Background: an optimization exercise with open tools, aiming at small area. Do not read the settings as production practice. In this exercise RTL edits were held to simulation tests only and were not proved equivalent to the original. The clock port is modelled as an ideal driver; clocking choices that lean on that would not hold on a real chip. Power figures rest on the tool's default switching activity, not on a simulated workload.

==> job 5056: inputs <==
==> flow/design.v <==
module timer #(
  parameter int CLK_HZ      = 20_000,
  parameter int MS_TICK_HZ  = 1_000,
  parameter int RAND_MIN_MS = 2000,
  parameter int RAND_MAX_MS = 15000
)(
  input  logic       clk,
  input  logic       rst_n,
  input  logic       start_btn,
  input  logic       stop_btn,
  output logic       stim_led,
  output logic [7:0] sseg,
  output logic [7:0] an
);
  localparam logic [1:0] IDLE = 2'd2, WAIT1 = 2'd0, RUN = 2'd1, DONE = 2'd3;
  logic [1:0] start_sync, stop_sync;
  always_ff @(posedge clk or negedge rst_n) begin
    if (!rst_n) begin
      start_sync <= 2'b00;
      stop_sync  <= 2'b00;
    end else begin
      start_sync <= {start_sync[0], start_btn};
      stop_sync  <= {stop_sync[0],  stop_btn};
    end
  end
  wire start_pe = start_sync[1] & ~start_sync[0];
  wire stop_pe  = stop_sync[1]  & ~stop_sync[0];
  logic [1:0] q;
  logic [3:0] pre;
  logic [1:0] sel;
  logic [2:0] m5;
  wire q3   = q[1] & ~q[0];           
  wire q0   = ~q[1] & ~q[0];          
  wire pen  = q3;
  wire sen  = q3 & (&pre);
  always_ff @(posedge clk or negedge rst_n) begin
    if (!rst_n) begin
      q   <= '0;
      pre <= '0;
      sel <= '0;
      m5  <= '0;
    end else begin
      q   <= {q[0], ~q[1]};
      pre <= pre ^ {pen & pre[2] & pre[1] & pre[0], pen & pre[1] & pre[0], pen & pre[0], pen};
      sel <= sel ^ {sen & sel[0], sen};
      m5  <= {m5[1:0], ~(m5[2] | m5[1])};
    end
  end
  wire tick   = q3 & m5[2] & ~m5[1];      
  wire tick_d = q0 & ~m5[2] & ~m5[0];     
  logic [1:0]  cs;
  logic [13:0] r;
  wire end1 = (r == 14'h3FFF) || (r == 14'd3382);
  logic        inc_en, bcd;
  logic [13:0] r_inc;
  always_comb begin
    logic c;
    c = inc_en;
    for (int g = 0; g < 3; g++) begin
      logic [3:0] d;
      logic       w;
      d = r[4*g +: 4];
      w = c & bcd & d[3] & d[0];             
      r_inc[4*g]     = d[0] ^ c;
      r_inc[4*g + 1] = (d[1] ^ (c & d[0])) & ~w;
      r_inc[4*g + 2] = d[2] ^ (c & d[0] & d[1]);
      r_inc[4*g + 3] = (d[3] ^ (c & d[0] & d[1] & d[2])) & ~w;
      c = c & d[0] & d[3] & (bcd | (d[1] & d[2]));
    end
    r_inc[12] = r[12] ^ c;
    r_inc[13] = r[13] ^ (c & r[12]);
  end
  logic [1:0]  ns;
  logic [13:0] r_nx;
  always_comb begin
    ns     = cs;
    inc_en = 1'b0;
    bcd    = 1'b1;
    r_nx   = r_inc;
    unique case (cs)
      IDLE: begin
        if (start_pe) ns = WAIT1;
        else          r_nx = {~(r[13] ^ r[4] ^ r[2] ^ r[0]), r[13:1]};
      end
      WAIT1: begin
        bcd    = 1'b0;
        inc_en = tick;
        if (stop_pe | end1) r_nx = 14'd0;
        if (stop_pe)        ns = DONE;
        else if (end1)      ns = RUN;
      end
      RUN: begin
        inc_en = (r[13] ? tick : tick_d) & ~stop_pe;
        if (stop_pe | (r[13] & r[12])) ns = DONE;
      end
      default: ;
    endcase
  end
  always_ff @(posedge clk or negedge rst_n) begin
    if (!rst_n) begin
      cs <= IDLE;
      r  <= 14'h3FFE;
    end else begin
      cs <= ns;
      r  <= r_nx;
    end
  end
  assign stim_led = (cs == RUN) & r[13];
  logic [3:0] nib;
  always_comb begin
    if (cs == IDLE)
      nib = (sel == 2'd0) ? 4'hE : (sel == 2'd1) ? 4'hC : 4'hB;
    else if ((cs == RUN || cs == DONE) && r[13])
      case (sel)
        2'd0: nib = r[3:0];
        2'd1: nib = r[7:4];
        2'd2: nib = r[11:8];
        default: nib = {3'd0, r[12]};
      endcase
    else if (cs == DONE)
      nib = 4'd9;
    else
      nib = 4'hB;
  end
  always_comb begin
    case (nib)
      4'd0:  sseg = 8'hC0;
      4'd1:  sseg = 8'hF9;
      4'd2:  sseg = 8'hA4;
      4'd3:  sseg = 8'hB0;
      4'd4:  sseg = 8'h99;
      4'd5:  sseg = 8'h92;
      4'd6:  sseg = 8'h82;
      4'd7:  sseg = 8'hF8;
      4'd8:  sseg = 8'h80;
      4'd9:  sseg = 8'h90;
      4'd10: sseg = 8'h88;
      4'd11: sseg = 8'hFF;
      4'd12: sseg = 8'h89;
      4'd13: sseg = 8'hFF;
      4'd14: sseg = 8'hCF;
      default: sseg = 8'hFF;
    endcase
  end
  assign an = ~(8'b0000_0001 << sel);
endmodule
==> flow/flow/run.sh <==
#!/bin/bash
# Layout flow: the standard flow (standard.sh) with three changes.
#  1. Synthesis runs flow/synth.tcl: the standard flow's synthesis script, but with
#     Yosys's half/full-adder extraction skipped and the technology mapping
#     done by the area-oriented ABC script flow/area.abc (same registers).
#  2. Port buffers use the smallest buffer cell (buf_1).
#  3. Clock tree: clkbuf_4 buffers, no dummy loads.
# Each tool's output goes to a log file in this folder.
set -euo pipefail
HERE=$(pwd)
cat >> config.mk <<'EOC'
export BUFFER_PORTS_ARGS = -buffer_cell sky130_fd_sc_hd__buf_1
export CTS_ARGS = -root_buf sky130_fd_sc_hd__clkbuf_4 -buf_list sky130_fd_sc_hd__clkbuf_4 -sink_clustering_enable -sink_clustering_size 40 -sink_clustering_max_diameter 500 -dont_use_dummy_load -repair_clock_nets
EOC
export AREA_ABC_SCRIPT=$HERE/flow/area.abc
sed "s#SYNTH_SCRIPT=[^ ]*#SYNTH_SCRIPT=$HERE/flow/synth.tcl#" standard.sh > area_synth.sh
bash area_synth.sh synth > synth.log 2>&1
bash standard.sh > standard.log 2>&1
==> flow/flow/area.abc <==
strash
&get -n
&fraig -x
&put
scorr
dc2
dretime
strash
&get -n
&dch -f
&nf -R 1000
&put
strash
&get -n
&dch -f
&nf -R 1000
&put
strash
&get -n
&dch -f
&nf -R 1000
&put
strash
&get -n
&dch -f
&nf -R 1000
&put
==> flow/flow/synth.tcl <==
# The standard flow's synthesis script (standard ORFS synthesis without fsm/share, then
# flattened and renamed the same way), with one change: the technology
# mapping step runs an area-oriented ABC script instead of the default one.
proc synth {args} { yosys synth -nofsm -noshare {*}$args }
proc abc {args} {
  set i [lsearch -exact $args -script]
  if { $i >= 0 } { set args [lreplace $args $i [expr { $i + 1 }] -script $::env(AREA_ABC_SCRIPT)] }
  set j [lsearch -exact $args -D]
  if { $j >= 0 } { set args [lreplace $args $j [expr { $j + 1 }]] }
  yosys abc {*}$args
}
proc extract_fa {args} { }
source $::env(SCRIPTS_DIR)/synth.tcl
# left out here: clear keep_hierarchy, flatten, clean up, hide names made inside functions, write 1_2_yosys.v
==> flow/standard.sh <==
#!/bin/bash
# synth_recipe.tcl (not shown) runs the flow's synth.tcl, then flattens the netlist and writes it again
# the make line also repeats each setting of config.mk as NAME=value (left out here)
make -C /OpenROAD-flow-scripts/flow DESIGN_CONFIG=/design/flow/config.mk WORK_HOME=/design/flow/orfs CLKGATE_MAP_FILE= SYNTH_SCRIPT=/design/flow/synth_recipe.tcl "${@:-finish}"
==> flow/config.mk <==
export PLATFORM = sky130hd
export DESIGN_NAME = timer
export DESIGN_NICKNAME = timer
export VERILOG_FILES = /design/flow/design.v
export SDC_FILE = /design/flow/constraint.sdc
export NUM_CORES = 4
export LEC_CHECK = 0
export CAP_MARGIN = 20
export CORE_MARGIN = 2
export CORE_UTILIZATION = 40
export SLEW_MARGIN = 20
export BUFFER_PORTS_ARGS = -buffer_cell sky130_fd_sc_hd__buf_1
export CTS_ARGS = -root_buf sky130_fd_sc_hd__clkbuf_4 -buf_list sky130_fd_sc_hd__clkbuf_4 -sink_clustering_enable -sink_clustering_size 40 -sink_clustering_max_diameter 500 -dont_use_dummy_load -repair_clock_nets
==> flow/constraint.sdc <==
create_clock -name core_clock -period 80.0 [get_ports {clk}]
set_input_delay 16.0000 -clock core_clock [delete_from_list [all_inputs] [get_ports {clk}]]
set_output_delay 16.0000 -clock core_clock [all_outputs]
set_load 0.01 [all_outputs]
==> inputs of job 3536, as changes to job 5056 <==
==> flow/flow/run.sh (replaced) <==
#!/bin/bash
# Layout flow: the standard flow (standard.sh) with these changes.
#  1. Synthesis runs flow/synth.tcl: the standard flow's synthesis script, but with
#     Yosys's half/full-adder extraction skipped and the technology mapping
#     done by the area-oriented ABC script flow/area.abc (same registers).
#  2. Port buffers use the smallest buffer cell (buf_1); one tie cell
#     drives all constant outputs.
#  3. Clock tree: flow/cts.tcl replaces ORFS's CTS step: the clock port
#     drives a few clock buffers, each feeding a group of registers.
# Each tool's output goes to a log file in this folder.
set -euo pipefail
HERE=$(pwd)
cat >> config.mk <<'EOC'
export BUFFER_PORTS_ARGS = -buffer_cell sky130_fd_sc_hd__buf_1
export SYNTH_INSBUF = 0
export SKIP_REPAIR_TIE_FANOUT = 1
EOC
export AREA_ABC_SCRIPT=$HERE/flow/area.abc
sed "s#SYNTH_SCRIPT=[^ ]*#SYNTH_SCRIPT=$HERE/flow/synth.tcl#" standard.sh > area_synth.sh
bash area_synth.sh synth > synth.log 2>&1
bash standard.sh place > place.log 2>&1
RESULTS=$HERE/orfs/results/$FLOW_PLATFORM/timer/base
PLATFORM_DIR=$FLOW_HOME/platforms/$FLOW_PLATFORM
RESULTS=$RESULTS PLATFORM_DIR=$PLATFORM_DIR LIB_FILES="$PLATFORM_DIR/lib/sky130_fd_sc_hd__tt_025C_1v80.lib" \
  NBUF=${NBUF:-1} CTS_CELL=${CTS_CELL:-sky130_fd_sc_hd__clkbuf_16} \
  openroad -no_init -exit $HERE/flow/cts.tcl > cts.log 2>&1
cp $RESULTS/4_1_cts.odb $RESULTS/4_cts.odb
bash standard.sh > standard.log 2>&1
==> flow/flow/cts.tcl (new file) <==
# Clock tree: the clock port drives NBUF clock buffers (CTS_CELL), each
# feeding the clock pins of one group of registers (grouped by x position).
# Replaces ORFS's CTS step, which builds a 2-level H-tree even for a few sinks.
set R $::env(RESULTS)
foreach lib $::env(LIB_FILES) { read_liberty $lib }
read_db $R/3_place.odb
read_sdc $R/3_place.sdc
source $::env(PLATFORM_DIR)/setRC.tcl
set block [ord::get_db_block]
set dbu [$block getDbUnitsPerMicron]
set sinks {}
foreach it [[$block findNet clk] getITerms] {
  set b [[$it getInst] getBBox]
  lappend sinks [list [expr {([$b xMin] + [$b xMax]) / 2.0 / $dbu}] [expr {([$b yMin] + [$b yMax]) / 2.0 / $dbu}] [[$it getInst] getName]/[[$it getMTerm] getName]]
}
set sinks [lsort -real -index 0 $sinks]
set n [llength $sinks]
set nbuf $::env(NBUF)
for {set g 0} {$g < $nbuf} {incr g} {
  set grp [lrange $sinks [expr {$g * $n / $nbuf}] [expr {($g + 1) * $n / $nbuf - 1}]]
  set sx 0; set sy 0; set pins {}
  foreach s $grp { set sx [expr {$sx + [lindex $s 0]}]; set sy [expr {$sy + [lindex $s 1]}]; lappend pins [get_pins [lindex $s 2]] }
  set cx [expr {$sx / [llength $grp]}]; set cy [expr {$sy / [llength $grp]}]
  insert_buffer -buffer_cell $::env(CTS_CELL) -net clk -load_pins $pins -location [list $cx $cy] -buffer_name clkbuf_$g -net_name clknet_$g
}
detailed_placement
check_placement -verbose
set_propagated_clock [all_clocks]
estimate_parasitics -placement
report_clock_skew
report_check_types -max_slew -max_capacitance -violators
set worst 0
foreach pin [get_pins -hierarchical */CLK] { set s [get_property $pin slew_max]; if {$s > $worst} {set worst $s} }
puts "worst clock pin slew (placement estimate): $worst"
write_db $R/4_1_cts.odb
write_sdc $R/4_cts.sdc
- CTS_ARGS: -root_buf sky130_fd_sc_hd__clkbuf_4 -buf_list sky130_fd_sc_hd__clkbuf_4 -sink_clustering_enable -sink_clustering_size 40 -sink_clustering_max_diameter 500 -dont_use_dummy_load -repair_clock_nets -> not set
- SKIP_REPAIR_TIE_FANOUT: not set -> 1
- SYNTH_INSBUF: not set -> 0
==> flow_summary.ini <==
[run_status]
outcome = timing/DRC/antenna clean

[power_and_ir_drop]
p_seq_mw = 0.0251
pwr-share-comb_pct = 40.9

[worst_setup_path]
r2r_start = q[1]

[cells_and_area]
fin_area_mm2 = 0.00177

[synthesis]
netlist_instances = 184
syn_area_per_cell_um2 = 8.81
The numbers above come from job 3536.

==> flow_summary.ini <==
[run_status]
outcome = timing/DRC/antenna clean

[synthesis]
syn_area_per_cell_um2 = 8.77
synth_top_family_by_area = simple AND/OR/NAND/NOR gates

[cells_and_area]
largest_reg_flops = 14
design.seq.count = 31
multi_input_area_share_pct = 46.1
fin_area_mm2 = 0.00179

[worst_setup_path]
r2r_start = q[0]

[power_and_ir_drop]
pwr-share-comb_pct = 39.2
p_sw_mw = 0.0224
pwr-share-clk_pct = 14.1
p_int_mw = 0.0311
ir_drop_uv = 13.1

[timing]
holdWs_ps = 371
relSlewSlack_pct = 28.8
The numbers above come from job 5056.

## re-timing with driven ports
No port has a modelled driver above. Below, the same layouts with a new extraction and two added sets of constraints.
Step 1, drivers: a clkbuf_16 drives clk and a buf_2 each remaining input, both assumed.
Step 2, shift: input delay + t, output delay - t, t = (earliest + latest rising clock arrival at the registers) / 2. This alone moves slack from input paths to output paths.
Slacks: ideal / step 1 / step 2; pairs: ideal / step 1.
run | t, ns | setup WS [ns] | worst hold slack (ns)
job 5056 | 0.335 | 61.425 / 61.402 / 61.737 | 0.371 / 0.371 / 0.371
job 3536 | 0.197 | 61.545 / 61.516 / 61.713 | 0.399 / 0.399 / 0.399
After both steps every run listed still meets setup and hold.
